Context: an optimization exercise on an open-source flow, tuned for a short achievable clock period and few clock cycles per item. The choices shown serve that exercise and are no tape-out recipe.
RTL that was checked went through simulation tests only; none was proved equivalent to the original.
No functional check of the RTL was part of runs 2, 4 and 5.
No run shown here takes its clock network from TritonCTS; it comes from the design's own scripts or RTL.
The flow treats the clock pin as an ideal source. Dropping or thinning the clock tree relies on that and would not hold on a real chip.
Power figures rest on the tool's default switching activity, not on a simulated workload.

**flow/flow/run.sh**
```bash
#!/bin/bash
# The standard ORFS layout (the standard.sh) with these changes to how the
# layout is made:
#  - buffer_ports inserts plain buf_4 port buffers instead of the library's
#    smallest buffer (a delay cell);
#  - flow/io.tcl (ORFS's PRE_IO_PLACEMENT_TCL hook) asks the pin placer to keep
#    the pins of each port-to-port path next to each other;
#  - the clock tree is built by flow/my_cts.tcl (ORFS's PRE_CTS_TCL hook, it
#    stands in for TritonCTS): a balanced two-stage tree of clkbuf_16
#    buffers, MY_CTS_ROOTS roots fed by the clock port, each driving leaf
#    buffers that serve compact groups of at most MY_CTS_LEAF flip-flops;
#  - after the last timing repair, flow/fanout_fix.tcl (ORFS's
#    POST_GLOBAL_ROUTE_TCL hook) connects the gate of each port-to-port path
#    straight to its input port's buffer and reroutes those pins.
# Everything else (synthesis, floorplan, power grid, placement, timing repair,
# routing) is the standard flow. The make log goes to standard_flow.log and
# each ORFS step keeps its own log under orfs/logs.
set -euo pipefail
here=$(pwd)
export PRE_IO_PLACEMENT_TCL="$here/flow/io.tcl"
export PRE_CTS_TCL="$here/flow/my_cts.tcl"
export POST_GLOBAL_ROUTE_TCL="$here/flow/fanout_fix.tcl"
export MY_CTS_LEAF=24
export MY_CTS_ROOTS=4
bash standard.sh "BUFFER_PORTS_ARGS=-buffer_cell sky130_fd_sc_hd__buf_4" \
    "PRE_IO_PLACEMENT_TCL=$here/flow/io.tcl" "PRE_CTS_TCL=$here/flow/my_cts.tcl" \
    "POST_GLOBAL_ROUTE_TCL=$here/flow/fanout_fix.tcl" \
    finish > standard_flow.log 2>&1
```
**flow/standard.sh**
```bash
#!/bin/bash
# synth_recipe.tcl (not shown) runs the flow's synth.tcl, then flattens the netlist and writes it again
# the make line also repeats each setting of config.mk as NAME=value (left out here)
make -C /OpenROAD-flow-scripts/flow DESIGN_CONFIG=/design/flow/config.mk WORK_HOME=/design/flow/orfs CLKGATE_MAP_FILE= SYNTH_SCRIPT=/design/flow/synth_recipe.tcl "${@:-finish}"
```
**flow/design.v**
```verilog
`timescale 1ns / 1ns
module uiFDMA_bgen (
    input  wire        clk,
    input  wire        rstn,
    input  wire        start,
    input  wire [31:0] start_addr,
    input  wire [15:0] start_size,
    input  wire        ready,
    output reg         valid,
    output reg  [31:0] addr,
    output reg  [7:0]  len
);
    reg  [31:0] a_q;        
    reg  [21:0] a_inc;      
    reg  [9:0]  nfull;      
    reg  [9:0]  nf_m1;      
    reg         nf_nz;      
    reg         part;       
    reg         full_q;     
    reg  [5:0]  lm1;        
    reg  [1:0]  seq;        
    reg         idle;       
    wire [5:0]  s_lm1  = start_size[5:0] - 6'd1;
    wire        s_full = |start_size[15:6];
    wire        seq1   = (seq == 2'd1);
    wire        seq3   = (seq == 2'd3);
    always @(posedge clk) begin
        a_inc <= a_q[31:10] + 22'd1;
        nf_m1 <= nfull - 10'd1;
        nf_nz <= |nfull;
        if (!rstn) begin
            a_q    <= 32'd0;
            nfull  <= 10'd0;
            part   <= 1'b0;
            full_q <= 1'b0;
            lm1    <= 6'd0;
            seq    <= 2'd0;
        end else if (start) begin
            a_q    <= start_addr;
            nfull  <= start_size[15:6];
            part   <= |start_size[5:0];
            full_q <= s_full;
            lm1    <= s_lm1;
            seq    <= 2'd0;
        end else if (~idle & ready) begin
            seq    <= 2'd1;
        end else if (seq != 2'd0) begin
            seq    <= seq + 2'd1;
            if (seq1) begin
                a_q[31:10] <= a_inc;
                if (nf_nz) nfull <= nf_m1;
                else part <= 1'b0;
            end
            if (seq3) full_q <= nf_nz;
        end
        valid <= rstn & (start | (~idle & ~ready) | (seq3 & (nf_nz | part)));
        idle  <= ~(rstn & (start | (~idle & ~ready) | (seq3 & (nf_nz | part))));
        addr  <= start ? start_addr : {(seq1 ? a_inc : a_q[31:10]), a_q[9:0]};
        len   <= {2'b00, start ? (s_lm1 | {6{s_full}}) : (lm1 | {6{seq3 ? nf_nz : full_q}})};
    end
endmodule
module uiFDMA_dcnt (
    input  wire        clk,
    input  wire        rstn,
    input  wire        load,
    input  wire [15:0] val,
    input  wire        dec,
    output reg         one,      
    output reg         nz        
);
    reg  [5:0] lo;
    reg  [9:0] hi;
    reg        hi_z;             
    reg        hi_1;             
    reg  [9:0] hi_m1;            
    wire       wrap = (lo == 6'd0);
    always @(posedge clk) begin
        if (!rstn) begin
            lo   <= 6'd0;
            hi   <= 10'd0;
            hi_z <= 1'b1;
            one  <= 1'b0;
            nz   <= 1'b0;
        end else if (load) begin
            lo   <= val[5:0];
            hi   <= val[15:6];
            hi_z <= (val[15:6] == 10'd0);
            one  <= (val == 16'd1);
            nz   <= (val != 16'd0);
        end else if (dec) begin
            lo   <= lo - 6'd1;
            if (wrap) begin
                hi   <= hi_m1;
                hi_z <= hi_1;
            end
            one  <= hi_z & (lo == 6'd2);
            nz   <= ~one;
        end
        hi_1 <= load ? (val[15:6] == 10'd1) : (hi == 10'd1);
        hi_m1 <= load ? val[15:6] - 10'd1 : hi - 10'd1;
    end
endmodule
module uiFDMA#
(
parameter  integer         M_AXI_ID_WIDTH			= 3		    ,
parameter  integer         M_AXI_ID			        = 0		    ,
parameter  integer         M_AXI_ADDR_WIDTH			= 32		,
parameter  integer         M_AXI_DATA_WIDTH			= 128		,
parameter  integer		  M_AXI_MAX_BURST_LEN       = 64
)
(
input   wire [M_AXI_ADDR_WIDTH-1 : 0]      fdma_waddr          ,
input                                      fdma_wareq          ,
input   wire [15 : 0]                      fdma_wsize          ,
output                                     fdma_wbusy          ,
input   wire [M_AXI_DATA_WIDTH-1 :0]       fdma_wdata		   ,
output  wire                               fdma_wvalid         ,
input	wire                               fdma_wready		   ,
input   wire [M_AXI_ADDR_WIDTH-1 : 0]      fdma_raddr          ,
input                                      fdma_rareq          ,
input   wire [15 : 0]                      fdma_rsize          ,
output                                     fdma_rbusy          ,
output  wire [M_AXI_DATA_WIDTH-1 :0]       fdma_rdata		   ,
output  wire                               fdma_rvalid         ,
input	wire                               fdma_rready		   ,
input 	wire  								M_AXI_ACLK			,
input 	wire  								M_AXI_ARESETN		,
output 	wire [M_AXI_ID_WIDTH-1 : 0]		    M_AXI_AWID			,
output 	wire [M_AXI_ADDR_WIDTH-1 : 0] 	    M_AXI_AWADDR		,
output 	wire [7 : 0]						M_AXI_AWLEN			,
output 	wire [2 : 0] 						M_AXI_AWSIZE		,
output 	wire [1 : 0] 						M_AXI_AWBURST		,
output 	wire  								M_AXI_AWLOCK		,
output 	wire [3 : 0] 						M_AXI_AWCACHE		,
output 	wire [2 : 0] 						M_AXI_AWPROT		,
output 	wire [3 : 0] 						M_AXI_AWQOS			,
output 	wire  								M_AXI_AWVALID		,
input	wire  								M_AXI_AWREADY		,
output  wire [M_AXI_ID_WIDTH-1 : 0] 		M_AXI_WID			,
output  wire [M_AXI_DATA_WIDTH-1 : 0] 	    M_AXI_WDATA			,
output  wire [M_AXI_DATA_WIDTH/8-1 : 0] 	M_AXI_WSTRB			,
output  wire  								M_AXI_WLAST			,
output  wire  								M_AXI_WVALID		,
input   wire  								M_AXI_WREADY		,
input   wire [M_AXI_ID_WIDTH-1 : 0] 		M_AXI_BID			,
input   wire [1 : 0] 						M_AXI_BRESP			,
input   wire  								M_AXI_BVALID		,
output  wire  								M_AXI_BREADY		,
output  wire [M_AXI_ID_WIDTH-1 : 0] 		M_AXI_ARID			,
output  wire [M_AXI_ADDR_WIDTH-1 : 0] 	    M_AXI_ARADDR		,
output  wire [7 : 0] 						M_AXI_ARLEN			,
output  wire [2 : 0] 						M_AXI_ARSIZE		,
output  wire [1 : 0] 						M_AXI_ARBURST		,
output  wire  								M_AXI_ARLOCK		,
output  wire [3 : 0] 						M_AXI_ARCACHE		,
output  wire [2 : 0] 						M_AXI_ARPROT		,
output  wire [3 : 0] 						M_AXI_ARQOS			,
output  wire  								M_AXI_ARVALID		,
input   wire  								M_AXI_ARREADY		,
input   wire [M_AXI_ID_WIDTH-1 : 0] 		M_AXI_RID			,
input   wire [M_AXI_DATA_WIDTH-1 : 0] 	    M_AXI_RDATA			,
input   wire [1 : 0] 						M_AXI_RRESP			,
input   wire  								M_AXI_RLAST			,
input   wire  								M_AXI_RVALID		,
output  wire  								M_AXI_RREADY
	);
wire clk  = M_AXI_ACLK;
wire rstn = M_AXI_ARESETN;
assign M_AXI_AWID    = M_AXI_ID;
assign M_AXI_AWSIZE  = 3'd4;
assign M_AXI_AWBURST = 2'b01;
assign M_AXI_AWLOCK  = 1'b0;
assign M_AXI_AWCACHE = 4'b0010;
assign M_AXI_AWPROT  = 3'h0;
assign M_AXI_AWQOS   = 4'h0;
assign M_AXI_WID     = M_AXI_ID;
assign M_AXI_WSTRB   = {(M_AXI_DATA_WIDTH/8){1'b1}};
assign M_AXI_BREADY  = 1'b1;
assign M_AXI_ARID    = M_AXI_ID;
assign M_AXI_ARSIZE  = 3'd4;
assign M_AXI_ARBURST = 2'b01;
assign M_AXI_ARLOCK  = 1'b0;
assign M_AXI_ARCACHE = 4'b0010;
assign M_AXI_ARPROT  = 3'h0;
assign M_AXI_ARQOS   = 4'h0;
reg  wbusy;                       
reg  widle;                       
wire wstart = fdma_wareq & widle;
assign fdma_wbusy = wbusy;
uiFDMA_bgen aw_gen (
    .clk(clk), .rstn(rstn), .start(wstart), .start_addr(fdma_waddr),
    .start_size(fdma_wsize), .ready(M_AXI_AWREADY),
    .valid(M_AXI_AWVALID), .addr(M_AXI_AWADDR), .len(M_AXI_AWLEN));
reg         w_more;              
reg         w_take0;             
reg         w_take0_n;           
reg  [5:0]  u_idx;
wire        u_one, u_nz;
assign fdma_wvalid = ~(w_take0_n | ~fdma_wready);
wire tk   = fdma_wready & w_take0;
reg  u_i63;                        
wire u_lb = u_one | u_i63;
uiFDMA_dcnt u_cnt (
    .clk(clk), .rstn(rstn), .load(wstart), .val(fdma_wsize), .dec(tk),
    .one(u_one), .nz(u_nz));
reg          wh_v;                
reg          wh_e;                
reg          w1_v, w2_v;          
reg          w1_ld0, w1_sh0, w2_ld0;  
reg  [129:0] wh_i;                
reg  [128:0] wh_d;                
reg  [129:0] w1_i, w2_i;          
wire         w_hs = ~wh_e & M_AXI_WREADY;
wire [129:0] w_new = {u_one, u_lb, fdma_wdata};
wire         wh_ld = wh_e | M_AXI_WREADY;           
wire [129:0] wh_nx = w1_v ? w1_i : w_new;
assign M_AXI_WVALID = wh_v;
assign M_AXI_WLAST  = wh_d[128];
assign M_AXI_WDATA  = wh_d[127:0];
wire w_n0 = wh_e;
wire w_n1 = ~wh_e & ~w1_v;
wire w_n2 = w1_v & ~w2_v;
wire w_n3 = w2_v;
wire w_up = tk & ~w_hs;
wire w_dn = w_hs & ~tk;
wire w_c1 = (w_n0 & w_up) | (w_n1 & ~w_up & ~w_dn) | (w_n2 & w_dn);
wire w_c2 = (w_n1 & w_up) | (w_n2 & ~w_up & ~w_dn) | (w_n3 & w_dn);
wire w_c3 = (w_n2 & w_up) | (w_n3 & ~w_dn);
wire w_more_nx = rstn & (wstart | (tk ? ~u_one : u_nz));
always @(posedge clk) begin
    wbusy   <= rstn & (wstart | (~widle & ~(w_hs & wh_i[129])));
    widle   <= ~(rstn & (wstart | (~widle & ~(w_hs & wh_i[129]))));
    w_more  <= w_more_nx;
    w_take0 <= w_more_nx & ~(rstn & w_c3);
    w_take0_n <= ~(w_more_nx & ~(rstn & w_c3));
    wh_v    <= rstn & (w_c1 | w_c2 | w_c3);
    wh_e    <= ~(rstn & (w_c1 | w_c2 | w_c3));
    w1_v    <= rstn & (w_c2 | w_c3);
    w2_v    <= rstn & w_c3;
    if (!rstn) wh_i <= 130'd0;
    else if (wh_ld) wh_i <= wh_nx;
    wh_d <= wh_ld ? wh_nx[128:0] : wh_i[128:0];
    if (w1_ld0 | M_AXI_WREADY) w1_i <= (w1_sh0 | (M_AXI_WREADY & w2_v)) ? w2_i : w_new;
    if (w2_ld0 | M_AXI_WREADY) w2_i <= w_new;
    w1_ld0 <= ~(rstn & (w_c1 | w_c2 | w_c3)) | ~(rstn & (w_c2 | w_c3));    
    w1_sh0 <= ~(rstn & (w_c1 | w_c2 | w_c3)) & (rstn & w_c3);               
    w2_ld0 <= ~(rstn & (w_c1 | w_c2 | w_c3)) | ~(rstn & w_c3);              
    if (wstart) u_idx <= 6'd0;
    else if (tk) u_idx <= u_idx + 6'd1;
    u_i63 <= ~wstart & (tk ? (u_idx == 6'd62) : u_i63);
end
reg  rbusy;                       
reg  ridle;                       
wire rstart = fdma_rareq & ridle;
assign fdma_rbusy = rbusy;
uiFDMA_bgen ar_gen (
    .clk(clk), .rstn(rstn), .start(rstart), .start_addr(fdma_raddr),
    .start_size(fdma_rsize), .ready(M_AXI_ARREADY),
    .valid(M_AXI_ARVALID), .addr(M_AXI_ARADDR), .len(M_AXI_ARLEN));
reg          rh_v;                
reg          rh_e;                
reg          rs_e;                
reg          r_full;              
reg  [127:0] rh_i;
reg  [127:0] rh_d;                
reg  [127:0] rs_i;                
wire         rready = ~(r_full & ~fdma_rready);
wire         r_hs = M_AXI_RVALID & (rs_e | fdma_rready);    
wire         dlv = fdma_rready & rh_v;
wire         rh_ld = ~rh_v | fdma_rready;           
wire [127:0] rh_nx = rs_e ? M_AXI_RDATA : rs_i;
wire         d_one, d_nz;
assign M_AXI_RREADY = rready;
assign fdma_rvalid  = ~(rh_e | ~fdma_rready);
assign fdma_rdata   = rh_d;
uiFDMA_dcnt d_cnt (
    .clk(clk), .rstn(rstn), .load(rstart), .val(fdma_rsize), .dec(dlv),
    .one(d_one), .nz(d_nz));
wire r_c1 = (~rs_e & dlv & ~r_hs) | (rh_v & rs_e & (r_hs ~^ dlv)) | (~rh_v & r_hs);
wire r_c2 = (~rs_e & (r_hs | ~dlv)) | (rh_v & rs_e & r_hs & ~dlv);
always @(posedge clk) begin
    rbusy <= rstn & (rstart | (~ridle & ~(dlv & d_one)));
    ridle <= ~(rstn & (rstart | (~ridle & ~(dlv & d_one))));
    rh_v  <= rstn & (r_c1 | r_c2);
    rh_e  <= ~(rstn & (r_c1 | r_c2));
    rs_e  <= ~(rstn & r_c2);
    r_full <= rstn & r_c2;
    if (!rstn) rh_i <= 128'd0;
    else if (rh_ld) rh_i <= rh_nx;
    rh_d <= rh_ld ? rh_nx : rh_i;
    if (rs_e | rh_ld) rs_i <= M_AXI_RDATA;
end
endmodule
```
**flow/flow/fanout_fix.tcl**
```tcl
# For each combinational port-to-port path, connect the gate that drives the
# output port's buffer straight to the input port's buffer, bypassing the
# buffer tree that timing repair built for the input's other loads. Sourced as
# ORFS's POST_GLOBAL_ROUTE_TCL hook, after the last timing repair: the moved
# pins are rerouted incrementally, and buffers left without loads removed.

proc my_ff_driver {net} {
  foreach it [$net getITerms] {
    if {[$it isOutputSignal]} { return $it }
  }
  return ""
}

proc my_ff_is_buf {inst} {
  set m [[$inst getMaster] getName]
  return [regexp {^sky130_fd_sc_hd__(buf|clkbuf)_[0-9]+$} $m]
}

# Does net n carry the signal of net root through buffers only?
proc my_ff_reaches {root n} {
  for {set d 0} {$d < 8} {incr d} {
    if {$n eq $root} { return 1 }
    set drv [my_ff_driver $n]
    if {$drv eq ""} { return 0 }
    set inst [$drv getInst]
    if {![my_ff_is_buf $inst]} { return 0 }
    set n [[$inst findITerm A] getNet]
    if {$n eq "NULL" || $n eq ""} { return 0 }
  }
  return 0
}

proc my_fanout_fix {in_port out_ports} {
  set block [ord::get_db_block]
  set pnet [$block findNet $in_port]
  if {$pnet eq "NULL"} { puts "fanout_fix: no net $in_port"; return }
  set ib ""
  foreach it [$pnet getITerms] {
    if {[$it isInputSignal] && [my_ff_is_buf [$it getInst]]} { set ib [$it getInst] }
  }
  if {$ib eq ""} { puts "fanout_fix: no input buffer on $in_port"; return }
  set root [[$ib findITerm X] getNet]
  foreach op $out_ports {
    set onet [$block findNet $op]
    set drv [my_ff_driver $onet]
    if {$drv eq ""} { continue }
    set ob [$drv getInst]
    if {![my_ff_is_buf $ob]} { continue }
    set gnet [[$ob findITerm A] getNet]
    set gdrv [my_ff_driver $gnet]
    if {$gdrv eq ""} { continue }
    set g [$gdrv getInst]
    foreach git [$g getITerms] {
      if {![$git isInputSignal]} { continue }
      set n [$git getNet]
      if {$n eq "NULL" || $n eq ""} { continue }
      if {$n ne $root && [my_ff_reaches $root $n]} {
        puts "fanout_fix: [$g getName]/[[$git getMTerm] getName] moved from [$n getName] to [$root getName] ($in_port -> $op)"
        $git disconnect
        $git connect $root
        my_ff_prune $n
      }
    }
  }
}

# Remove buffers (and their nets) whose output drives nothing any more.
proc my_ff_prune {net} {
  for {set d 0} {$d < 8} {incr d} {
    set loads 0
    foreach it [$net getITerms] { if {[$it isInputSignal]} { incr loads } }
    if {$loads > 0 || [llength [$net getBTerms]] > 0} { return }
    set drv [my_ff_driver $net]
    if {$drv eq ""} { return }
    set inst [$drv getInst]
    if {![my_ff_is_buf $inst]} { return }
    set up [[$inst findITerm A] getNet]
    puts "fanout_fix: removed [$inst getName] and [$net getName]"
    odb::dbInst_destroy $inst
    odb::dbNet_destroy $net
    if {$up eq "NULL" || $up eq ""} { return }
    set net $up
  }
}

global_route -start_incremental
my_fanout_fix fdma_rready {fdma_rvalid M_AXI_RREADY}
my_fanout_fix fdma_wready {fdma_wvalid}
global_route -end_incremental
```
**flow/constraint.sdc**
```tcl
create_clock -name core_clock -period 3.3 [get_ports {M_AXI_ACLK}]
set_input_delay 0.6600 -clock core_clock [delete_from_list [all_inputs] [get_ports {M_AXI_ACLK}]]
set_output_delay 0.6600 -clock core_clock [all_outputs]
set_load 0.01 [all_outputs]
```
**flow/flow/my_cts.tcl**
```tcl
# Clock tree built here instead of TritonCTS: the flip-flops are split into
# compact groups of at most about MY_CTS_LEAF sinks by recursive bisection of
# their placement; each group gets one clkbuf_16 at its centre, and the group
# buffers are driven by MY_CTS_ROOTS clkbuf_16 root buffers, each at the centre
# of the group buffers it drives, fed by the clock port. Every flip-flop sees
# the same two buffer stages.

proc my_cts_split {pts k} {
  if {$k <= 1} { return [list $pts] }
  set xs {}; set ys {}
  foreach p $pts { lappend xs [lindex $p 0]; lappend ys [lindex $p 1] }
  set xs [lsort -integer $xs]; set ys [lsort -integer $ys]
  set dx [expr {[lindex $xs end] - [lindex $xs 0]}]
  set dy [expr {[lindex $ys end] - [lindex $ys 0]}]
  set idx [expr {$dx >= $dy ? 0 : 1}]
  set s [lsort -integer -index $idx $pts]
  set k1 [expr {$k / 2}]
  set k2 [expr {$k - $k1}]
  set n [llength $s]
  set n1 [expr {int(round(double($n) * $k1 / $k))}]
  set a [lrange $s 0 [expr {$n1 - 1}]]
  set b [lrange $s $n1 end]
  return [concat [my_cts_split $a $k1] [my_cts_split $b $k2]]
}

proc my_cts_centre {pts} {
  set sx 0.0; set sy 0.0
  foreach p $pts { set sx [expr {$sx + [lindex $p 0]}]; set sy [expr {$sy + [lindex $p 1]}] }
  set n [llength $pts]
  return [list [expr {int($sx / $n)}] [expr {int($sy / $n)}]]
}

proc my_cts_place {inst xy} {
  set block [ord::get_db_block]
  set core [$block getCoreArea]
  set m [$inst getMaster]
  set w [$m getWidth]; set h [$m getHeight]
  set x [expr {[lindex $xy 0] - $w / 2}]
  set y [expr {[lindex $xy 1] - $h / 2}]
  set x [expr {max([$core xMin], min($x, [$core xMax] - $w))}]
  set y [expr {max([$core yMin], min($y, [$core yMax] - $h))}]
  $inst setLocation $x $y
  $inst setPlacementStatus PLACED
}

proc my_cts_build {} {
  set leaf_max [expr {[info exists ::env(MY_CTS_LEAF)] ? $::env(MY_CTS_LEAF) : 50}]
  set nroots [expr {[info exists ::env(MY_CTS_ROOTS)] ? $::env(MY_CTS_ROOTS) : 2}]
  set db [ord::get_db]
  set block [ord::get_db_block]
  set master [$db findMaster sky130_fd_sc_hd__clkbuf_16]
  set clk [$block findNet M_AXI_ACLK]
  set pts {}
  foreach it [$clk getITerms] {
    set inst [$it getInst]
    set b [$inst getBBox]
    lappend pts [list [expr {([$b xMin] + [$b xMax]) / 2}] [expr {([$b yMin] + [$b yMax]) / 2}] $it]
  }
  set n [llength $pts]
  set k [expr {($n + $leaf_max - 1) / $leaf_max}]
  set groups [my_cts_split $pts $k]
  puts "my_cts: $n sinks in [llength $groups] groups, $nroots root buffers"
  set leaves {}
  set i 0
  foreach g $groups {
    set inst [odb::dbInst_create $block $master "clkbuf_leaf_$i"]
    set net [odb::dbNet_create $block "clknet_leaf_$i"]
    $net setSigType CLOCK
    foreach p $g {
      set it [lindex $p 2]
      $it disconnect
      $it connect $net
    }
    [$inst findITerm X] connect $net
    set c [my_cts_centre $g]
    my_cts_place $inst $c
    lappend leaves [list [lindex $c 0] [lindex $c 1] [$inst findITerm A]]
    incr i
  }
  set rgroups [my_cts_split $leaves $nroots]
  set j 0
  foreach g $rgroups {
    set inst [odb::dbInst_create $block $master "clkbuf_root_$j"]
    set net [odb::dbNet_create $block "clknet_root_$j"]
    $net setSigType CLOCK
    foreach p $g { [lindex $p 2] connect $net }
    [$inst findITerm X] connect $net
    [$inst findITerm A] connect $clk
    my_cts_place $inst [my_cts_centre $g]
    incr j
  }
  $clk setSigType CLOCK
  global_connect
}

rename clock_tree_synthesis tritoncts_clock_tree_synthesis
proc clock_tree_synthesis {args} {
  my_cts_build
}
```
**flow/flow/io.tcl**
```tcl
# Keep the pins of each combinational port-to-port path together on the die
# edge, so that these paths need no long wires.
set_io_pin_constraint -group -order -pin_names {fdma_rvalid fdma_rready M_AXI_RREADY}
set_io_pin_constraint -group -order -pin_names {fdma_wvalid fdma_wready}
```
**flow/config.mk**
```make
export PLATFORM = sky130hd
export DESIGN_NAME = uiFDMA
export DESIGN_NICKNAME = uiFDMA
export VERILOG_FILES = /design/flow/design.v
export SDC_FILE = /design/flow/constraint.sdc
export NUM_CORES = 4
export LEC_CHECK = 0
export ABC_CLOCK_PERIOD_IN_PS = 1500
export CAP_MARGIN = 20
export CORE_AREA = 10 10 290 290
export DIE_AREA = 0 0 300 300
export SETUP_SLACK_MARGIN = 1.65
export SLEW_MARGIN = 20
```
==> out/results.tsv, run 1 <==
stage	metric	value	unit
timing	endpoints failing hold	0	
clock_network	# hold bufs at CTS	0	
detailed_routing	antenna-violating nets left	0	
setup_path	Crit Path Max Fanout	2	
setup_path	Setup CP Type	reg2reg	
final_layout	commonest non-fill, non-tap cells in the layout	804 x dfxtp_1, 795 x buf_4, 388 x edfxtp_1	
placement	Port Buffers	702	
placement	GP Congestion	0.824	
final_layout	footprint of the multi-input gates	17700	um2
pwr	Clk pwr share	0.246	
final_layout	P&R area growth vs syn	42.8	%
yosys	Cells after Synth	3755	
timing	Fmax	566	MHz
pwr	pwr/cell area	489	nW/um2
global_routing	Tot GR Track Use	0.319	
final_layout	Total Nets Final	5181	
floorplan	io pins	779	
detailed_routing	DRT Pass-1 Iters	7	
yosys	asr flop ratio synth	0	
final_layout	most common cell after layout, fill and taps aside	dfxtp_1	
timing	Worst Clk Skew	0.0169	ns
pwr	Int Power	22.9	mW
detailed_routing	WL per Instance	26.1	um
pwr	switching share of power	0.257	
detailed_routing	initial DRC count	2509	
floorplan	die width	300	um
setup_path	Arr. time, crit path	2.15	ns
yosys	cell area after synthesis	44200	um2
pwr	Switch Pwr	7.93	mW
placement	DPL Wire Length	79700	um
setup_path	Setup crit start kind	register	
final_layout	Fill cells	4465	
detailed_routing	Remaining DRCs	0	
yosys	Avg Inst Size Synth	11.8	um2
floorplan	Initial Util	0.569	
setup_path	critical path endpoint category	register	
global_routing	initial antenna violation count	48	
global_routing	largest net degree at the start of global routing	84	
pwr	Pleak	27.8	nW
yosys	Most used DFF post-synth	dfxtp_1	
global_routing	first-pass GRT wire length	221000	um
final_layout	FF/Latch Area	28700	um2
timing	Tmin final	1.77	ns
clock_network	later-pin clock latency in the skew report	0.46	ns
yosys	Ys Warns	3	
final_layout	Final Core Density	0.813	
hold_path	Hold WC Path Type	in2reg	
yosys	synth unique cells	55	
clock_network	# Post-CTS Setup Buffers	238	
pwr	sequential share of power	0.572	
timing	Pins Over Slew Limit	0	
detailed_routing	DR vias	33065	
pwr	VDD IR max	0.000519	V
timing	Setup TNS Final	0	ns
clock_network	Worst-path clk slew	0.10	ns
global_routing	total grt overflow	0	
timing	Tcrit/Tclk final	0.536	
run	max cap viols	0	
global_routing	vias in the first global route	33112	
floorplan	num rows	102	
timing	Setup violations, final	0	
clock_network	post_cts resized	1389	
yosys	Seq/Total Area, Yosys	0.648	
floorplan	die area	90000	um2
yosys	Post-synth EDFFs	388	
setup_path	CP required	3.69	ns
run_status	outcome	complete, no violations	
final_layout	share of cells above drive strength 1	0.411	
yosys	Yosys reg bits	1236	
floorplan	core box area	77600	um2
pwr	Comb power frac	0.182	
detailed_routing	post-DR vias/cell	5.65	
floorplan	Die H	300	um
detailed_routing	DRT Wirelength	153000	um
==> flip-flops by register name, summed over array words and instances (netlist names), 10 cells and up <==
name and cells:
d_cnt.hi 10, w2_i 130, aw_gen.a_q 32, ar_gen.a_q 32, d_cnt.hi_m1 10, ar_gen.nf_m1 10, w1_i 130, u_cnt.hi_m1 10
ar_gen.a_inc 22, aw_gen.nfull 10, rh_i 128, rs_i 128, rh_d 128, aw_gen.addr 32, wh_d 129, ar_gen.addr 32
aw_gen.nf_m1 10, wh_i 130, u_cnt.hi 10, aw_gen.a_inc 22, ar_gen.nfull 10
==> worst max-delay path: stages, from the launching register on <==
cell	delay (ns)
dfxtp_4	0.36
or4_4	0.52
or4b_4	0.50
xor2_1	0.15
mux2i_1	0.17
==> cells in the mapped netlist (59+ instances only) <==
cell	count	share of area
a21oi_1	116	0.013
and2_1	263	0.037
buf_2	60	0.0068
buf_4	64	0.011
clkbuf_1	134	0.011
dfxtp_1	848	0.38
edfxtp_1	388	0.26
mux2_2	131	0.033
mux2i_1	322	0.073
nand2_1	535	0.045
nand3_1	80	0.0091
nor2_1	72	0.0061
o21ai_0	345	0.039
xnor2_1	59	0.012
==> path summary, 6_finish.rpt <==
kind                                  to  slack, ns  cells after the start                        from
hold reg to reg   aw_gen.addr[7]$_DFF_P_       0.44                      2  aw_gen.a_q[7]$_SDFFE_PN0P_
setup / recovery  d_cnt.hi_m1[8]$_DFF_P_       1.53                      4    d_cnt.hi[5]$_SDFFE_PN0P_
hold / removal        rs_i[42]$_DFFE_PP_       0.38                      1             M_AXI_RDATA[42]
setup reg to reg  d_cnt.hi_m1[8]$_DFF_P_       1.53                      4    d_cnt.hi[5]$_SDFFE_PN0P_
==> stage by stage <==
step	hold slack, ns	std cells	total power, mW	cell area [um2]	setup slack, ns
final	0.384	5852	30.8	63100	1.53
after floorplan	0.402	3818	19.7	45200	0.933
after detailed placement	0.424	5332	21.5	50700	0.917
after CTS	0.424	5775	29.0	62300	1.26
after global placement	0.417	5332	21.4	50700	0.945
==> power by group through the flow <==
stage	logic [mW]	registers (mW)	clock network, mW
2_1_floorplan	1.83	17.9	0
3_3_place_gp	3.62	17.8	0
3_5_place_dp	3.67	17.8	0
4_1_cts	5.40	17.9	5.72
6_report	5.62	17.6	7.57
==> per-layer routing <==
layer | up-vias | share of wire | GRT usage
met1 | 16474 | 0.38 | 0.389
met5 | - | 0.00083 | 0
met4 | 18 | 0.056 | 0.159
met2 | 1322 | 0.49 | 0.536
li1 | 14915 | - | -
met3 | 336 | 0.074 | 0.0640
==> logic make-up after synthesis <==
logic type / synth area share
buf+inv: 0.0343
simple gates: 0.116
mux: 0.106
flops: 0.648
other cells: 0.000170
fa+ha+maj: 0.00992
compound gates: 0.0636
xor+xnor: 0.0216
==> final cells by class <==
cell class | count | share of cell area
plain buffers | 56 | 0.0222
multi-input cells | 2272 | 0.281
inverters | 46 | 0.00331
diodes | 42 | 0.00167
flip-flops and latches | 1236 | 0.455
repair buffers | 1160 | 0.216
well taps | 1040 | 0.0206
Testbench counts, summed over its fixed seeds: cycles 60,518, beats 98,576.
==> inputs of run 2 (changes only) <==
--- a/flow/design.v
+++ b/flow/design.v
@@ -267,7 +267,6 @@
 wire         rready = ~(r_full & ~fdma_rready);
 wire         r_hs = M_AXI_RVALID & (rs_e | fdma_rready);    
 wire         dlv = fdma_rready & rh_v;
-wire         rh_ld = ~rh_v | fdma_rready;           
 wire [127:0] rh_nx = rs_e ? M_AXI_RDATA : rs_i;
 wire         d_one, d_nz;
 assign M_AXI_RREADY = rready;
@@ -276,18 +275,18 @@
 uiFDMA_dcnt d_cnt (
     .clk(clk), .rstn(rstn), .load(rstart), .val(fdma_rsize), .dec(dlv),
     .one(d_one), .nz(d_nz));
-wire r_c1 = (~rs_e & dlv & ~r_hs) | (rh_v & rs_e & (r_hs ~^ dlv)) | (~rh_v & r_hs);
-wire r_c2 = (~rs_e & (r_hs | ~dlv)) | (rh_v & rs_e & r_hs & ~dlv);
+wire rh_v_nx = rstn & (fdma_rready ? (~rs_e | r_hs) : rh_v);
+wire rs_v_nx = rstn & (fdma_rready ? (~rs_e & r_hs) : (~rs_e | r_hs));
 always @(posedge clk) begin
     rbusy <= rstn & (rstart | (~ridle & ~(dlv & d_one)));
     ridle <= ~(rstn & (rstart | (~ridle & ~(dlv & d_one))));
-    rh_v  <= rstn & (r_c1 | r_c2);
-    rh_e  <= ~(rstn & (r_c1 | r_c2));
-    rs_e  <= ~(rstn & r_c2);
-    r_full <= rstn & r_c2;
+    rh_v  <= rh_v_nx;
+    rh_e  <= ~rh_v_nx;
+    rs_e  <= ~rs_v_nx;
+    r_full <= rs_v_nx;
     if (!rstn) rh_i <= 128'd0;
-    else if (rh_ld) rh_i <= rh_nx;
-    rh_d <= rh_ld ? rh_nx : rh_i;
-    if (rs_e | rh_ld) rs_i <= M_AXI_RDATA;
+    else if (fdma_rready) rh_i <= rh_nx;
+    rh_d <= fdma_rready ? rh_nx : rh_i;
+    if (rs_e | fdma_rready) rs_i <= M_AXI_RDATA;
 end
 endmodule
--- a/flow/config.mk
+++ b/flow/config.mk
@@ -9,5 +9,5 @@
 export CAP_MARGIN = 20
 export CORE_AREA = 10 10 290 290
 export DIE_AREA = 0 0 300 300
-export SETUP_SLACK_MARGIN = 1.65
+export SETUP_SLACK_MARGIN = 1.6
 export SLEW_MARGIN = 20
==> run 2 against run 1 <==
Compared with the run above: via count is 7.2% lower; first-iteration DRC count down 12%; die area unchanged; still clean; setup slack better by 0.059 ns; critical path depth decreased by 1; design area decreased by 8.7%; critical endpoint is now M_AXI_RREADY; hold slack better by 0.0077 ns; clock skew grew 0.0018 ns; sequential power barely moved; largest power group unchanged.
==> out/results.tsv, run 2 <==
stage	metric	value	unit
run_status	outcome	complete, no violations	
clock_network	# Post-CTS Setup Buffers	124	
global_routing	GR peak layer	met2	
yosys	leading area contributor after synthesis	dfxtp_1	
floorplan	num rows	102	
yosys	Compound-Gate Fraction of Synth Area	0.0645	
pwr	VDD IR max	0.000512	V
final_layout	Final Core Density	0.741	
final_layout	P&R area growth vs syn	30.1	%
yosys	count leader, synth	dfxtp_1	
floorplan	die area	90000	um2
final_layout	share of cells above drive strength 1	0.299	
timing	Setup TNS Final	0	ns
final_layout	commonest non-fill, non-tap cells in the layout	826 x dfxtp_1, 764 x buf_4, 388 x edfxtp_1	
floorplan	io pins	779	
timing	Worst Clk Skew	0.0187	ns
yosys	cell area after synthesis	44200	um2
setup_path	Arr. time, crit path	1.05	ns
yosys	Seq/Total Area, Yosys	0.647	
global_routing	GRT met3 Usage	0.0595	
yosys	Yosys reg bits	1236	
setup_path	critical path endpoint category	output port	
hold_path	hold endpoint	rs_i[33]$_DFFE_PN_	
setup_path	Setup crit start kind	primary input	
yosys	main combinational cell family by area after synthesis	simple AND/OR/NAND/NOR gates	
clock_network	post_cts resized	568	
global_routing	met2 GRT Util	0.491	
run	max cap viols	0	
placement	DPL Wire Length	81100	um
floorplan	Initial Util	0.570	
yosys	Simple-Gate Fraction of Synth Area	0.116	
global_routing	M1 GR Usage	0.354	
setup_path	worst r2r src	aw_gen.a_q[12]$_SDFFE_PN0P_	
yosys	post-synthesis xor/xnor area fraction	0.0214	
detailed_routing	WL per Instance	23.8	um
setup_path	R2R depth	4	
yosys	asr flop ratio synth	0	
yosys	Area contributors post-synth	dfxtp_1 38%, edfxtp_1 26%, mux2i_1 7.2%	
global_routing	initial antenna violation count	25	
setup_path	Crit Path Max Fanout	7	
yosys	synth unique cells	58	
global_routing	total grt overflow	0	
yosys	Yosys top cell area share	0.384	
pwr	Comb power frac	0.146	
timing	Pins Over Slew Limit	0	
pwr	Switch Pwr	7.05	mW
timing	relative slew slack	0.638	
yosys	mux share of post-synthesis cell area	0.106	
yosys	Most used DFF post-synth	dfxtp_1	
pwr	switching share of power	0.242	
setup_path	r2r setup slk	1.61	ns
timing	Fmax	585	MHz
global_routing	first-pass GRT wire length	197000	um
final_layout	largest registers	w1_i (130), w2_i (130), wh_i (130)	
global_routing	vias in the first global route	29986	
hold_path	depth of the worst hold-timing path	1	
detailed_routing	initial DRC count	2208	
detailed_routing	antenna-violating nets left	0	
timing	Tmin final	1.71	ns
yosys	fraction of the mapped netlist area in adder cells	0.00962	
hold_path	Hold WC Path Type	in2reg	
floorplan	core box area	77600	um2
pwr	Clk pwr share	0.257	
final_layout	most common cell after layout, fill and taps aside	dfxtp_1	
clock_network	Worst-path clk slew	0.09	ns
placement	GP Congestion	0.832	
timing	Tcrit/Tclk final	0.518	
global_routing	Tot GR Track Use	0.282	
global_routing	largest net degree at the start of global routing	76	
hold_path	worst hold path startpoint	M_AXI_RDATA[33]	
setup_path	RR Endpoint	aw_gen.a_inc[17]$_DFF_P_	
detailed_routing	post-DR vias/cell	5.43	
yosys	Avg Inst Size Synth	11.8	um2
detailed_routing	DRT Pass-1 Iters	6	
yosys	Ys Warns	3	
setup_path	Setup CP Type	in2out	
floorplan	die width	300	um
timing	Setup violations, final	0	
clock_network	later-pin clock latency in the skew report	0.45	ns
pwr	Int Power	22.0	mW
pwr	pwr/cell area	506	nW/um2
pwr	Pleak	24.0	nW
detailed_routing	Remaining DRCs	0	
yosys	synth cell count leaders	848 x dfxtp_1, 406 x nand2_1, 388 x edfxtp_1, 320 x mux2i_1, 264 x and2_1	
clock_network	# hold bufs at CTS	0	
final_layout	Total Nets Final	5001	
floorplan	Die H	300	um
yosys	Cells after Synth	3762	
placement	Port Buffers	702	
detailed_routing	DR vias	30685	
pwr	sequential share of power	0.597	
setup_path	CP required	2.64	ns
detailed_routing	DRT Wirelength	134000	um
timing	Worst Tran Pin Value	0.543	ns
yosys	Post-synth EDFFs	388	
timing	endpoints failing hold	0	
[run 2: changes by cell type after synthesis, sizes merged, moves of 4 or more]
cell / before / now
nand4: 14 / 20
nand2: 535 / 406
nor2: 72 / 199
buf: 139 / 149
a211oi: 7 / 11
o21ai: 347 / 222
a21oi: 116 / 250
xnor2: 59 / 55
[run 2: critical path: stages]
cell and delay, ns:
buf_16 0.12, nand2b_4 0.13, buf_6 0.13
[run 2: cell type report]
| class | instances | area (um2) |
|---|---|---|
| buffer | 56 | 1400 |
| tap | 1040 | 1300 |
| antenna | 17 | 42.5 |
| timing repair buffer | 981 | 10500 |
| sequential | 1236 | 28700 |
| fill | 5428 | 20100 |
| inverter | 45 | 196 |
| multi-input combinational | 2273 | 15400 |
[run 2: power groups by stage]
stage	Clock (mW)	Combinational, mW	Sequential, mW
2_1_floorplan	0	1.70	17.8
3_3_place_gp	0	3.34	17.7
3_5_place_dp	0	3.38	17.7
4_1_cts	5.72	4.22	17.7
6_report	7.46	4.25	17.4
[run 2: worst max path at each step]
stage                       from                          end  slack, ns  cells after the start
global placement      fdma_rareq  ar_gen.a_q[18]$_SDFFE_PN0P_       0.80                      5
floorplan            fdma_rready            rs_i[0]$_DFFE_PN_       1.00                      3
detailed placement    fdma_rareq  ar_gen.a_q[31]$_SDFFE_PN0P_       0.77                      5
finish               fdma_rready                 M_AXI_RREADY       1.59                      3
CTS                 M_AXI_WREADY           w1_i[88]$_DFFE_PP_       1.25                      7
[run 2: routing by layer]
| layer | part of all wire | vias up |
|---|---|---|
| li1 | - | 14487 |
| met4 | 0.029 | 20 |
| met2 | 0.50 | 882 |
| met5 | 0.0012 | - |
| met1 | 0.40 | 15129 |
| met3 | 0.068 | 167 |
[run 2: cells by family (layout without fill, tap and decap cells)]
group / count (synthesis) / count (layout)
buffers and inverters: 328 / 1082
multiplexers: 450 / 450
AO/OA/AOI/OAI: 537 / 540
flip-flops: 1236 / 1236
other: 2 / 82
adder cells (fa/ha/maj): 34 / 34
AND/OR/NAND/NOR: 1067 / 1076
XOR/XNOR: 108 / 108
[run 2: through the flow]
| step | hold slack [ns] | std cells | total power, mW | cell area (um2) | setup slack, ns |
|---|---|---|---|---|---|
| after floorplan | 0.402 | 3825 | 19.4 | 44800 | 1.00 |
| after global placement | 0.422 | 5334 | 21.0 | 50400 | 0.799 |
| after detailed placement | 0.428 | 5334 | 21.1 | 50400 | 0.769 |
| after CTS | 0.428 | 5615 | 27.7 | 57200 | 1.25 |
| final | 0.391 | 5648 | 29.1 | 57500 | 1.59 |
==> inputs of run 3 (changes only) <==
--- a/flow/design.v
+++ b/flow/design.v
@@ -11,6 +11,8 @@
     output reg  [7:0]  len
 );
     reg  [31:0] a_q;        
+    reg  [10:0] a_lo1;      
+    reg         a_cy;       
     reg  [21:0] a_inc;      
     reg  [9:0]  nfull;      
     reg  [9:0]  nf_m1;      
@@ -18,14 +20,16 @@
     reg         part;       
     reg         full_q;     
     reg  [5:0]  lm1;        
-    reg  [1:0]  seq;        
+    reg  [4:1]  seq;        
     reg         idle;       
     wire [5:0]  s_lm1  = start_size[5:0] - 6'd1;
     wire        s_full = |start_size[15:6];
-    wire        seq1   = (seq == 2'd1);
-    wire        seq3   = (seq == 2'd3);
+    wire        seq2   = seq[2];
+    wire        seq4   = seq[4];
     always @(posedge clk) begin
-        a_inc <= a_q[31:10] + 22'd1;
+        a_lo1 <= a_q[20:10] + 11'd1;
+        a_cy  <= &a_q[20:10];
+        a_inc <= {a_q[31:21] + {10'd0, a_cy}, a_lo1};
         nf_m1 <= nfull - 10'd1;
         nf_nz <= |nfull;
         if (!rstn) begin
@@ -34,29 +38,29 @@
             part   <= 1'b0;
             full_q <= 1'b0;
             lm1    <= 6'd0;
-            seq    <= 2'd0;
+            seq    <= 4'd0;
         end else if (start) begin
             a_q    <= start_addr;
             nfull  <= start_size[15:6];
             part   <= |start_size[5:0];
             full_q <= s_full;
             lm1    <= s_lm1;
-            seq    <= 2'd0;
+            seq    <= 4'd0;
         end else if (~idle & ready) begin
-            seq    <= 2'd1;
-        end else if (seq != 2'd0) begin
-            seq    <= seq + 2'd1;
-            if (seq1) begin
+            seq    <= 4'd1;
+        end else begin
+            seq    <= {seq[3:1], 1'b0};
+            if (seq2) begin
                 a_q[31:10] <= a_inc;
                 if (nf_nz) nfull <= nf_m1;
                 else part <= 1'b0;
             end
-            if (seq3) full_q <= nf_nz;
+            if (seq4) full_q <= nf_nz;
         end
-        valid <= rstn & (start | (~idle & ~ready) | (seq3 & (nf_nz | part)));
-        idle  <= ~(rstn & (start | (~idle & ~ready) | (seq3 & (nf_nz | part))));
-        addr  <= start ? start_addr : {(seq1 ? a_inc : a_q[31:10]), a_q[9:0]};
-        len   <= {2'b00, start ? (s_lm1 | {6{s_full}}) : (lm1 | {6{seq3 ? nf_nz : full_q}})};
+        valid <= rstn & (start | (~idle & ~ready) | (seq4 & (nf_nz | part)));
+        idle  <= ~(rstn & (start | (~idle & ~ready) | (seq4 & (nf_nz | part))));
+        addr  <= start ? start_addr : {(seq2 ? a_inc : a_q[31:10]), a_q[9:0]};
+        len   <= {2'b00, start ? (s_lm1 | {6{s_full}}) : (lm1 | {6{seq4 ? nf_nz : full_q}})};
     end
 endmodule
 module uiFDMA_dcnt (
@@ -73,6 +77,10 @@
     reg        hi_z;             
     reg        hi_1;             
     reg  [9:0] hi_m1;            
+    reg  [4:0] t_lo;             
+    reg        t_b;              
+    reg  [4:0] t_hi;             
+    reg        ld1;              
     wire       wrap = (lo == 6'd0);
     always @(posedge clk) begin
         if (!rstn) begin
@@ -97,7 +105,12 @@
             nz   <= ~one;
         end
         hi_1 <= load ? (val[15:6] == 10'd1) : (hi == 10'd1);
-        hi_m1 <= load ? val[15:6] - 10'd1 : hi - 10'd1;
+        t_lo <= hi[4:0] - 5'd1;
+        t_b  <= (hi[4:0] == 5'd0);
+        t_hi <= hi[9:5];
+        ld1  <= load;
+        if (load) hi_m1 <= val[15:6] - 10'd1;
+        else if (!ld1) hi_m1 <= {t_hi - {4'd0, t_b}, t_lo};
     end
 endmodule
 module uiFDMA#
==> run 3 against run 2 <==
Compared with the run above: clock power is 2.9% higher; critical path type unchanged; global-route usage is 1.2 points lower; wire length is 4.5% lower; sequential power is 5% higher; utilization is 0.16 points higher; synthesized area is 2.7% higher; combinational power is 5.4% lower; die area stayed put; first-iteration DRC count is 19% lower; design area is 0.21% higher; setup slack worse by 0.0024 ns.
==> out/results.tsv, run 3 <==
stage	metric	value	unit
run_status	outcome	complete, no violations	
run	max cap viols	0	
pwr	pwr/cell area	519	nW/um2
yosys	Cells after Synth	3718	
placement	Inst Count DP	5307	
timing	Worst Clk Skew	0.0241	ns
clock_network	post_cts resized	546	
global_routing	total grt overflow	0	
global_routing	initial antenna violation count	33	
pwr	Clk pwr share	0.256	
global_routing	vias in the first global route	29688	
setup_path	Arr. time, crit path	1.05	ns
final_layout	Layout Cell Area excl Fill	57700	um2
yosys	Yosys top cell area share	0.388	
yosys	Yosys reg bits	1288	
setup_path	Setup crit start kind	primary input	
pwr	Pleak	24.6	nW
floorplan	Die H	300	um
clock_network	Worst-path clk slew	0.09	ns
detailed_routing	WL per Instance	23.0	um
final_layout	most common cell after layout, fill and taps aside	dfxtp_1	
timing	Tmin final	1.71	ns
placement	DPL Wire Length	78500	um
final_layout	Total Nets Final	4918	
pwr	VDD IR max	0.000506	V
floorplan	num rows	102	
global_routing	largest net degree at the start of global routing	74	
yosys	main combinational cell family by area after synthesis	simple AND/OR/NAND/NOR gates	
global_routing	met2 GRT Util	0.461	
yosys	synth unique cells	59	
pwr	Comb power frac	0.134	
setup_path	CP required	2.64	ns
detailed_routing	DR vias	29875	
yosys	leading area contributor after synthesis	dfxtp_1	
yosys	cell area after synthesis	45400	um2
yosys	Most used DFF post-synth	dfxtp_1	
yosys	asr flop ratio synth	0	
final_layout	P&R area growth vs syn	27.0	%
global_routing	Tot GR Track Use	0.270	
final_layout	commonest non-fill, non-tap cells in the layout	866 x dfxtp_1, 752 x buf_4, 408 x edfxtp_1	
yosys	synth cell count leaders	880 x dfxtp_1, 408 x edfxtp_1, 338 x nand2_1, 311 x mux2i_1, 264 x and2_1	
pwr	Switch Pwr	7.11	mW
global_routing	M1 GR Usage	0.333	
placement	Port Buffers	702	
timing	Pins Over Slew Limit	0	
timing	Worst Tran Pin Value	0.500	ns
timing	Fmax	584	MHz
detailed_routing	DRT Pass-1 Iters	5	
floorplan	io pins	779	
setup_path	critical path endpoint category	output port	
yosys	Seq/Total Area, Yosys	0.658	
floorplan	die area	90000	um2
yosys	post-synthesis xor/xnor area fraction	0.0191	
detailed_routing	initial DRC count	1797	
timing	Setup TNS Final	0	ns
detailed_routing	DRT Wirelength	128000	um
floorplan	core box area	77600	um2
setup_path	Crit Path Max Fanout	6	
pwr	sequential share of power	0.609	
placement	placed standard-cell area	51500	um2
timing	endpoints failing hold	0	
yosys	fraction of the mapped netlist area in adder cells	0.0102	
yosys	Area contributors post-synth	dfxtp_1 39%, edfxtp_1 27%, mux2i_1 6.9%	
yosys	Post-synth EDFFs	408	
clock_network	later-pin clock latency in the skew report	0.46	ns
yosys	Avg Inst Size Synth	12.2	um2
timing	Setup violations, final	0	
global_routing	GR peak layer	met2	
yosys	mux share of post-synthesis cell area	0.101	
hold_path	Hold WC Path Type	reg2reg	
timing	relative slew slack	0.664	
yosys	count leader, synth	dfxtp_1	
detailed_routing	antenna-violating nets left	0	
setup_path	Setup CP Type	in2out	
floorplan	Initial Util	0.585	
global_routing	first-pass GRT wire length	189000	um
final_layout	share of cells above drive strength 1	0.301	
detailed_routing	post-DR vias/cell	5.36	
floorplan	die width	300	um
placement	GP Congestion	0.820	
pwr	switching share of power	0.237	
global_routing	GRT met3 Usage	0.0578	
detailed_routing	Remaining DRCs	0	
clock_network	# Post-CTS Setup Buffers	104	
pwr	Int Power	22.8	mW
yosys	Simple-Gate Fraction of Synth Area	0.104	
clock_network	# hold bufs at CTS	0	
yosys	Ys Warns	3	
final_layout	Post-Layout Cell Count	5571	
timing	Tcrit/Tclk final	0.519	
final_layout	largest registers	w1_i (130), w2_i (130), wh_i (130)	
yosys	Compound-Gate Fraction of Synth Area	0.0712	
[run 3: cell types whose count changed after synthesis, sizes merged, moves of 35 or more]
cell	before	now
nand2	406	338
clkbuf	134	73
o21ai	222	187
a21o	1	44
nand3	78	32
a211oi	11	55
buf	149	190
[run 3: power groups by stage]
stage	registers [mW]	clock network, mW	logic [mW]
2_1_floorplan	18.6	0	1.66
3_3_place_gp	18.5	0	3.29
3_5_place_dp	18.6	0	3.34
4_1_cts	18.6	5.94	4.01
6_report	18.2	7.68	4.02
[run 3: path summary, 6_finish.rpt]
check / cells after the start / slack [ns] / startpoint / endpoint
worst max register to register: 5 / 1.65 / w2_v$_DFF_P_ / w1_i[59]$_DFFE_PP_
worst max-delay path: 3 / 1.59 / fdma_rready / M_AXI_RREADY
worst min register to register: 0 / 0.33 / aw_gen.a_lo1[0]$_DFF_P_ / aw_gen.a_inc[0]$_DFF_P_
worst min-delay path: 0 / 0.33 / aw_gen.a_lo1[0]$_DFF_P_ / aw_gen.a_inc[0]$_DFF_P_
[run 3: per-stage QoR]
| step | setup WS [ns] | utilization | hold WS, ns | power (mW) |
|---|---|---|---|---|
| 4_1_cts | 1.28 | 0.741 | 0.312 | 28.6 |
| 2_1_floorplan | 0.922 | - | 0.310 | 20.3 |
| 6_report | 1.59 | 0.743 | 0.331 | 29.9 |
| 3_5_place_dp | 0.930 | 0.663 | 0.312 | 21.9 |
| 3_3_place_gp | 0.948 | 0.663 | 0.310 | 21.8 |
[run 3: cell families after synthesis]
kind of cell	Yosys count
mux	443
other cells	2
xor+xnor	99
simple gates	975
flops	1288
fa+ha+maj	37
buf+inv	310
compound gates	564
[run 3: worst max-delay path, cell delays in order]
cell and delay, ns:
buf_16 0.11, nand2b_4 0.15, buf_6 0.12
[run 3: metal layers]
metal / up-vias / wire length [um]
met5: - / 134
met2: 898 / 63300
met1: 14452 / 50400
met4: 18 / 5230
met3: 206 / 9060
li1: 14301 / -
[run 3: layout make-up]
cell class	instances	area, um2
fillers	5314	19900
flip-flops and latches	1288	29900
well taps	1040	1300
repair buffers	925	9400
multi-input cells	2187	15300
inverters	47	219
plain buffers	58	1450
diodes	26	65.1
Testbench counts of run 3, summed over its fixed seeds: cycles 60,532, beats 98,576.
==> inputs of run 4 (changes only) <==
--- a/flow/design.v
+++ b/flow/design.v
@@ -280,6 +280,7 @@
 wire         rready = ~(r_full & ~fdma_rready);
 wire         r_hs = M_AXI_RVALID & (rs_e | fdma_rready);    
 wire         dlv = fdma_rready & rh_v;
+wire         rh_ld = ~rh_v | fdma_rready;           
 wire [127:0] rh_nx = rs_e ? M_AXI_RDATA : rs_i;
 wire         d_one, d_nz;
 assign M_AXI_RREADY = rready;
@@ -288,18 +289,18 @@
 uiFDMA_dcnt d_cnt (
     .clk(clk), .rstn(rstn), .load(rstart), .val(fdma_rsize), .dec(dlv),
     .one(d_one), .nz(d_nz));
-wire rh_v_nx = rstn & (fdma_rready ? (~rs_e | r_hs) : rh_v);
-wire rs_v_nx = rstn & (fdma_rready ? (~rs_e & r_hs) : (~rs_e | r_hs));
+wire r_c1 = (~rs_e & dlv & ~r_hs) | (rh_v & rs_e & (r_hs ~^ dlv)) | (~rh_v & r_hs);
+wire r_c2 = (~rs_e & (r_hs | ~dlv)) | (rh_v & rs_e & r_hs & ~dlv);
 always @(posedge clk) begin
     rbusy <= rstn & (rstart | (~ridle & ~(dlv & d_one)));
     ridle <= ~(rstn & (rstart | (~ridle & ~(dlv & d_one))));
-    rh_v  <= rh_v_nx;
-    rh_e  <= ~rh_v_nx;
-    rs_e  <= ~rs_v_nx;
-    r_full <= rs_v_nx;
+    rh_v  <= rstn & (r_c1 | r_c2);
+    rh_e  <= ~(rstn & (r_c1 | r_c2));
+    rs_e  <= ~(rstn & r_c2);
+    r_full <= rstn & r_c2;
     if (!rstn) rh_i <= 128'd0;
-    else if (fdma_rready) rh_i <= rh_nx;
-    rh_d <= fdma_rready ? rh_nx : rh_i;
-    if (rs_e | fdma_rready) rs_i <= M_AXI_RDATA;
+    else if (rh_ld) rh_i <= rh_nx;
+    rh_d <= rh_ld ? rh_nx : rh_i;
+    if (rs_e | rh_ld) rs_i <= M_AXI_RDATA;
 end
 endmodule
==> run 4 against run 3 <==
Compared with the run above: combinational power is 32% higher; flip-flop and latch count stayed put; synthesized cell count is 0.24% higher; via count is 8.3% higher; die area stayed put; global-route usage is 4.3 points higher; total power is 5.6% higher; clock skew is 0.0014 ns higher; sequential share of layout area is 3.2 points lower; wire length is 17% higher; critical path type is now reg2reg; largest cell class unchanged.
==> out/results.tsv, run 4 <==
stage	metric	value	unit
detailed_routing	antenna-violating nets left	0	
pwr	Int Power	23.6	mW
floorplan	io pins	779	
detailed_routing	DR vias	32361	
detailed_routing	post-DR vias/cell	5.64	
yosys	Yosys reg bits	1288	
global_routing	first-pass GRT wire length	215000	um
setup_path	Crit-path slowest cell	dfxtp_4	
detailed_routing	DRT Wirelength	149000	um
yosys	asr flop ratio synth	0	
timing	Worst Clk Skew	0.0255	ns
detailed_routing	Remaining DRCs	0	
yosys	fraction of the mapped netlist area in adder cells	0.0102	
timing	Tmin final	1.74	ns
clock_network	later-pin clock latency in the skew report	0.47	ns
pwr	Comb power frac	0.168	
pwr	Switch Pwr	8.01	mW
setup_path	Crit path buffers/inverters	6	
timing	Pins Over Slew Limit	0	
setup_path	Setup crit start kind	register	
timing	Worst Tran Pin Value	0.556	ns
global_routing	initial antenna violation count	50	
yosys	Avg Inst Size Synth	12.1	um2
final_layout	commonest non-fill, non-tap cells in the layout	869 x dfxtp_1, 765 x buf_4, 408 x edfxtp_1	
yosys	Yosys top cell area share	0.389	
setup_path	CP max stage delay	0.36	ns
yosys	Post-synth EDFFs	408	
floorplan	num rows	102	
detailed_routing	DRT Pass-1 Iters	5	
placement	DPL Wire Length	80900	um
final_layout	P&R area growth vs syn	35.8	%
yosys	Area contributors post-synth	dfxtp_1 39%, edfxtp_1 27%, mux2i_1 6.9%	
yosys	Cells after Synth	3727	
clock_network	# Post-CTS Setup Buffers	177	
detailed_routing	WL per Instance	26.0	um
setup_path	critical path endpoint category	register	
global_routing	total grt overflow	0	
timing	Fmax	574	MHz
run	max cap viols	0	
final_layout	largest registers	w1_i (130), w2_i (130), wh_i (130)	
final_layout	most common cell after layout, fill and taps aside	dfxtp_1	
hold_path	Hold WC Path Type	reg2reg	
global_routing	largest net degree at the start of global routing	106	
final_layout	Total Nets Final	5075	
yosys	count leader, synth	dfxtp_1	
timing	Setup TNS Final	0	ns
global_routing	GR peak layer	met2	
timing	WHS	0.333	ns
placement	setup slack at placement	0.923	ns
pwr	Clk pwr share	0.248	
placement	GP Congestion	0.816	
yosys	post-synthesis xor/xnor area fraction	0.0190	
pwr	VDD IR max	0.000563	V
yosys	synth unique cells	54	
setup_path	CP dominant cell by count	buf_12	
global_routing	met2 GRT Util	0.524	
setup_path	CP Cell Sequence	nor2b_4 -> buf_12 -> buf_6 -> buf_12 -> buf_12 -> buf_8 -> buf_16 -> nand2_4 -> o21ai_4 -> and2_4	
floorplan	die width	300	um
floorplan	Initial Util	0.583	
placement	Port Buffers	702	
global_routing	Tot GR Track Use	0.314	
setup_path	CP required	3.68	ns
run_status	outcome	complete, no violations	
yosys	Most used DFF post-synth	dfxtp_1	
yosys	Simple-Gate Fraction of Synth Area	0.104	
detailed_routing	initial DRC count	2430	
setup_path	Arr. time, crit path	2.12	ns
yosys	Compound-Gate Fraction of Synth Area	0.0703	
yosys	mux share of post-synthesis cell area	0.102	
setup_path	Setup CP Type	reg2reg	
setup_path	Crit Path Max Fanout	6	
yosys	main combinational cell family by area after synthesis	simple AND/OR/NAND/NOR gates	
timing	relative slew slack	0.626	
timing	Tcrit/Tclk final	0.528	
timing	Final Worst Setup Slack	1.56	ns
timing	Setup violations, final	0	
floorplan	Die H	300	um
global_routing	M1 GR Usage	0.382	
floorplan	die area	90000	um2
global_routing	GRT met3 Usage	0.0719	
yosys	cell area after synthesis	45300	um2
pwr	pwr/cell area	514	nW/um2
yosys	Seq/Total Area, Yosys	0.660	
setup_path	cell family with most CP delay	buffers and inverters	
clock_network	# hold bufs at CTS	0	
global_routing	vias in the first global route	32341	
pwr	sequential share of power	0.583	
clock_network	post_cts resized	1076	
timing	endpoints failing hold	0	
yosys	Ys Warns	3	
setup_path	r2r setup slk	1.56	ns
pwr	Pleak	26.9	nW
yosys	leading area contributor after synthesis	dfxtp_1	
floorplan	core box area	77600	um2
clock_network	Worst-path clk slew	0.09	ns
final_layout	share of cells above drive strength 1	0.356	
pwr	switching share of power	0.253	
yosys	synth cell count leaders	880 x dfxtp_1, 478 x nand2_1, 408 x edfxtp_1, 313 x mux2i_1, 312 x o21ai_0	
run 4: changes by cell type in the layout (fill, tap and decap cells not counted), moves of 19 or more:
cell,change
a21oi_1,-129
o21ai_0,+36
nand2_1,+55
nand2_4,+67
nand2_2,+19
buf_12,+31
o21ai_2,+77
mux2_4,+40
nor2_1,-114
mux2_2,-41
buf_16,+46
buf_6,+38
run 4: final cells by class:
cell class	instances	area [um2]
Sequential cell	1288	29900
Multi-Input combinational cell	2202	16400
Fill cell	4658	16100
Timing Repair Buffer	1067	12100
Buffer	58	1450
Tap cell	1040	1300
Inverter	46	199
Antenna cell	39	97.6
Timing Repair inverter	1	8.76
run 4: cell families after synthesis:
family	after synthesis
flip-flops	1288
AND/OR/NAND/NOR	989
AO/OA/AOI/OAI	563
multiplexers	444
buffers and inverters	306
XOR/XNOR	98
adder cells (fa/ha/maj)	37
other	2
run 4: worst reg2reg max path: cells and delay by family, from the launching register on:
kind	cells	cell delay, ns
buf+inv	6	0.84
simple gates	3	0.38
flops	1	0.36
compound gates	1	0.07
run 4: final timing paths:
check | cells past startpoint | end | startpoint
setup / recovery | 10 | rh_i[45]$_SDFF_PN0_ | rh_v$_DFF_P_
hold / removal | 0 | ar_gen.a_inc[5]$_DFF_P_ | ar_gen.a_lo1[5]$_DFF_P_
setup reg to reg | 10 | rh_i[45]$_SDFF_PN0_ | rh_v$_DFF_P_
hold reg to reg | 0 | ar_gen.a_inc[5]$_DFF_P_ | ar_gen.a_lo1[5]$_DFF_P_
run 4: power by group through the flow:
stage	clock network [mW]	registers, mW	logic [mW]
2_1_floorplan	0	18.7	1.69
3_3_place_gp	0	18.6	3.50
3_5_place_dp	0	18.7	3.55
4_1_cts	5.94	18.8	5.15
6_report	7.86	18.4	5.32
run 4: per-stage QoR:
step	instance area, um2	std cells	power [mW]	utilization
6_report	61500	5741	31.6	0.792
4_1_cts	61000	5681	29.8	0.786
3_5_place_dp	51400	5322	22.2	0.662
3_3_place_gp	51400	5322	22.1	0.662
2_1_floorplan	45700	3790	20.4	-
run 4: layer usage:
layer / up-vias / routed length [um] / share of wire
li1: 14695 / - / -
met1: 16020 / 57100 / 0.38
met4: 22 / 7440 / 0.050
met2: 1303 / 73200 / 0.49
met5: - / 140 / 0.00094
met3: 321 / 11600 / 0.077
==> inputs of run 5 (changes only) <==
--- a/flow/config.mk
+++ b/flow/config.mk
@@ -9,5 +9,5 @@
 export CAP_MARGIN = 20
 export CORE_AREA = 10 10 290 290
 export DIE_AREA = 0 0 300 300
-export SETUP_SLACK_MARGIN = 1.6
+export SETUP_SLACK_MARGIN = 1.55
 export SLEW_MARGIN = 20
==> run 5 against run 4 <==
Compared with the run above: sequential share of layout area increased by 2.0 points; largest cell class unchanged; critical path type is now in2reg; combinational power decreased by 7.9%; synthesized area unchanged; design area is 4.1% lower; wire length is 8.2% lower.
==> out/results.tsv, run 5 <==
stage	metric	value	unit
run_status	outcome	complete, no violations	
hold_path	Hold WC Path Type	reg2reg	
detailed_routing	wl on met1	53900	um
clock_network	# Post-CTS Setup Buffers	121	
yosys	Avg Inst Size Synth	12.1	um2
placement	DPL Wire Length	80100	um
clock_network	later-pin clock latency in the skew report	0.47	ns
final_layout	Total Nets Final	4970	
detailed_routing	post-DR vias/cell	5.46	
floorplan	num rows	102	
setup_path	critical path endpoint category	register	
yosys	synth unique cells	54	
timing	Tmin final	1.73	ns
timing	Setup TNS Final	0	ns
final_layout	share of cells above drive strength 1	0.315	
floorplan	Initial Util	0.583	
final_layout	Fill cells	5159	
clock_network	Worst-path clk slew	0.09	ns
pwr	Switch Pwr	7.65	mW
pwr	Comb power frac	0.158	
pwr	pwr/cell area	527	nW/um2
pwr	Int Power	23.4	mW
timing	endpoints failing hold	0	
detailed_routing	antenna-violating nets left	0	
yosys	Area contributors post-synth	dfxtp_1 39%, edfxtp_1 27%, mux2i_1 6.9%	
final_layout	commonest non-fill, non-tap cells in the layout	875 x dfxtp_1, 741 x buf_4, 408 x edfxtp_1	
timing	Setup violations, final	0	
detailed_routing	DRT Pass-1 Iters	5	
yosys	Cells after Synth	3727	
detailed_routing	top routing layer used	met5	
pwr	VDD IR max	0.000732	V
timing	relative slew slack	0.651	
detailed_routing	DR vias	30718	
hold_path	worst hold path startpoint	ar_gen.a_lo1[6]$_DFF_P_	
detailed_routing	WL met2	67800	um
timing	Fmax	577	MHz
setup_path	RR Endpoint	rs_i[71]$_DFFE_PP_	
run	max cap viols	0	
final_layout	Final Core Density	0.760	
pwr	sequential share of power	0.592	
timing	Worst Clk Skew	0.0241	ns
final_layout	P&R area growth vs syn	30.2	%
hold_path	depth of the worst hold-timing path	0	
pwr	Pleak	25.4	nW
timing	Worst Tran Pin Value	0.518	ns
setup_path	R2R depth	7	
detailed_routing	Remaining DRCs	0	
setup_path	worst r2r src	rh_v$_DFF_P_	
placement	Port Buffers	702	
setup_path	r2r setup slk	1.58	ns
clock_network	# hold bufs at CTS	0	
global_routing	first-pass GRT wire length	201000	um
setup_path	Crit Path Max Fanout	8	
floorplan	die area	90000	um2
pwr	Clk pwr share	0.250	
yosys	Ys Warns	3	
floorplan	die width	300	um
floorplan	io pins	779	
global_routing	vias in the first global route	30938	
timing	Pins Over Slew Limit	0	
yosys	count leader, synth	dfxtp_1	
global_routing	Tot GR Track Use	0.291	
final_layout	most common cell after layout, fill and taps aside	dfxtp_1	
yosys	Post-synth EDFFs	408	
pwr	switching share of power	0.246	
setup_path	CP required	3.66	ns
global_routing	initial antenna violation count	35	
setup_path	Setup CP Type	in2reg	
detailed_routing	initial DRC count	2125	
floorplan	core box area	77600	um2
detailed_routing	WL per Instance	24.4	um
hold_path	hold endpoint	ar_gen.a_inc[6]$_DFF_P_	
yosys	asr flop ratio synth	0	
yosys	cell area after synthesis	45300	um2
global_routing	largest net degree at the start of global routing	94	
floorplan	Die H	300	um
yosys	Seq/Total Area, Yosys	0.660	
final_layout	largest registers	w1_i (130), w2_i (130), wh_i (130)	
yosys	Yosys reg bits	1288	
setup_path	Arr. time, crit path	2.10	ns
detailed_routing	DRT Wirelength	137000	um
setup_path	Setup crit start kind	primary input	
placement	GP Congestion	0.838	
global_routing	total grt overflow	0	
yosys	synth cell count leaders	880 x dfxtp_1, 478 x nand2_1, 408 x edfxtp_1, 313 x mux2i_1, 312 x o21ai_0	
clock_network	post_cts resized	793	
yosys	leading area contributor after synthesis	dfxtp_1	
timing	Tcrit/Tclk final	0.525	
detailed_routing	met3 WL	9750	um
yosys	Most used DFF post-synth	dfxtp_1	
yosys	Yosys top cell area share	0.389	
run 5: cell count changes in the layout (fill, tap and decap cells not counted), moves of 21 or more:
cell | before | now
buf_16 | 122 | 94
buf_4 | 765 | 741
buf_6 | 69 | 48
nand2_1 | 338 | 389
nand2_4 | 113 | 65
o21ai_0 | 94 | 148
o21ai_2 | 146 | 109
run 5: final cells by class:
| cell class | count | area [um2] | area share |
|---|---|---|---|
| plain buffers | 58 | 1450 | 0.0246 |
| flip-flops and latches | 1288 | 29900 | 0.507 |
| inverters | 46 | 185 | 0.00314 |
| well taps | 1040 | 1300 | 0.0221 |
| diodes | 25 | 62.6 | 0.00106 |
| multi-input cells | 2198 | 15700 | 0.266 |
| repair buffers | 967 | 10400 | 0.176 |
run 5: worst max path at each step:
stage	startpoint	cells after the start	slack, ns	to
2_1_floorplan	fdma_rready	5	0.93	rs_i[0]$_DFFE_PP_
3_3_place_gp	fdma_rready	5	1.00	rh_i[96]$_SDFF_PN0_
3_5_place_dp	fdma_rready	5	0.98	rh_i[89]$_SDFF_PN0_
4_1_cts	M_AXI_WREADY	6	1.25	w1_i[39]$_DFFE_PP_
6_report	fdma_rready	12	1.57	rh_i[114]$_SDFF_PN0_
run 5: kinds of logic (layout without fill, tap and decap cells):
| logic type | after synthesis | after routing | synth area share |
|---|---|---|---|
| other | 2 | 90 | 0.000166 |
| xor gates and xnor gates | 98 | 98 | 0.0190 |
| adders and majority gates | 37 | 37 | 0.0102 |
| DFF | 1288 | 1288 | 0.660 |
| buffers and inverters | 306 | 1071 | 0.0346 |
| muxes | 444 | 444 | 0.102 |
| and+or+nand+nor | 989 | 991 | 0.104 |
| AOI/OAI and AO/OA | 563 | 563 | 0.0703 |
run 5: layer usage:
| layer | vias to the layer above | global-route usage |
|---|---|---|
| met5 | - | 0 |
| met4 | 26 | 0.109 |
| met3 | 243 | 0.0634 |
| met2 | 941 | 0.496 |
| met1 | 15086 | 0.358 |
| li1 | 14422 | - |
run 5: stage by stage:
stage,setup WS (ns),cell area (um2),cells,hold slack [ns],power [mW]
final,1.57,59000,5622,0.334,31.0
after CTS,1.25,58800,5587,0.314,29.5
after detailed placement,0.975,51300,5316,0.314,22.2
after global placement,1.00,51300,5316,0.310,22.1
after floorplan,0.933,45600,3790,0.310,20.4
run 5: critical path, stage by stage:
cell     delay, ns
buf_12        0.11
buf_4         0.14
nor2b_4       0.13
buf_12        0.13
buf_6         0.09
buf_6         0.10
buf_12        0.14
buf_6         0.13
buf_6         0.12
buf_16        0.13
o21ai_2       0.05
and2_1        0.15
run 5: power by group through the flow:
stage	Sequential (mW)	Clock, mW	Combinational [mW]
6_report	18.4	7.76	4.90
2_1_floorplan	18.7	0	1.68
3_3_place_gp	18.6	0	3.48
3_5_place_dp	18.7	0	3.53
4_1_cts	18.7	5.94	4.84

Setup slack of run 5, layout unchanged: 1.568 ns with ideal ports, 1.423 ns with driving cells assumed (clock clkbuf_16, inputs buf_2), 1.056 ns with port delays also shifted by the 0.607 ns mid clock arrival.
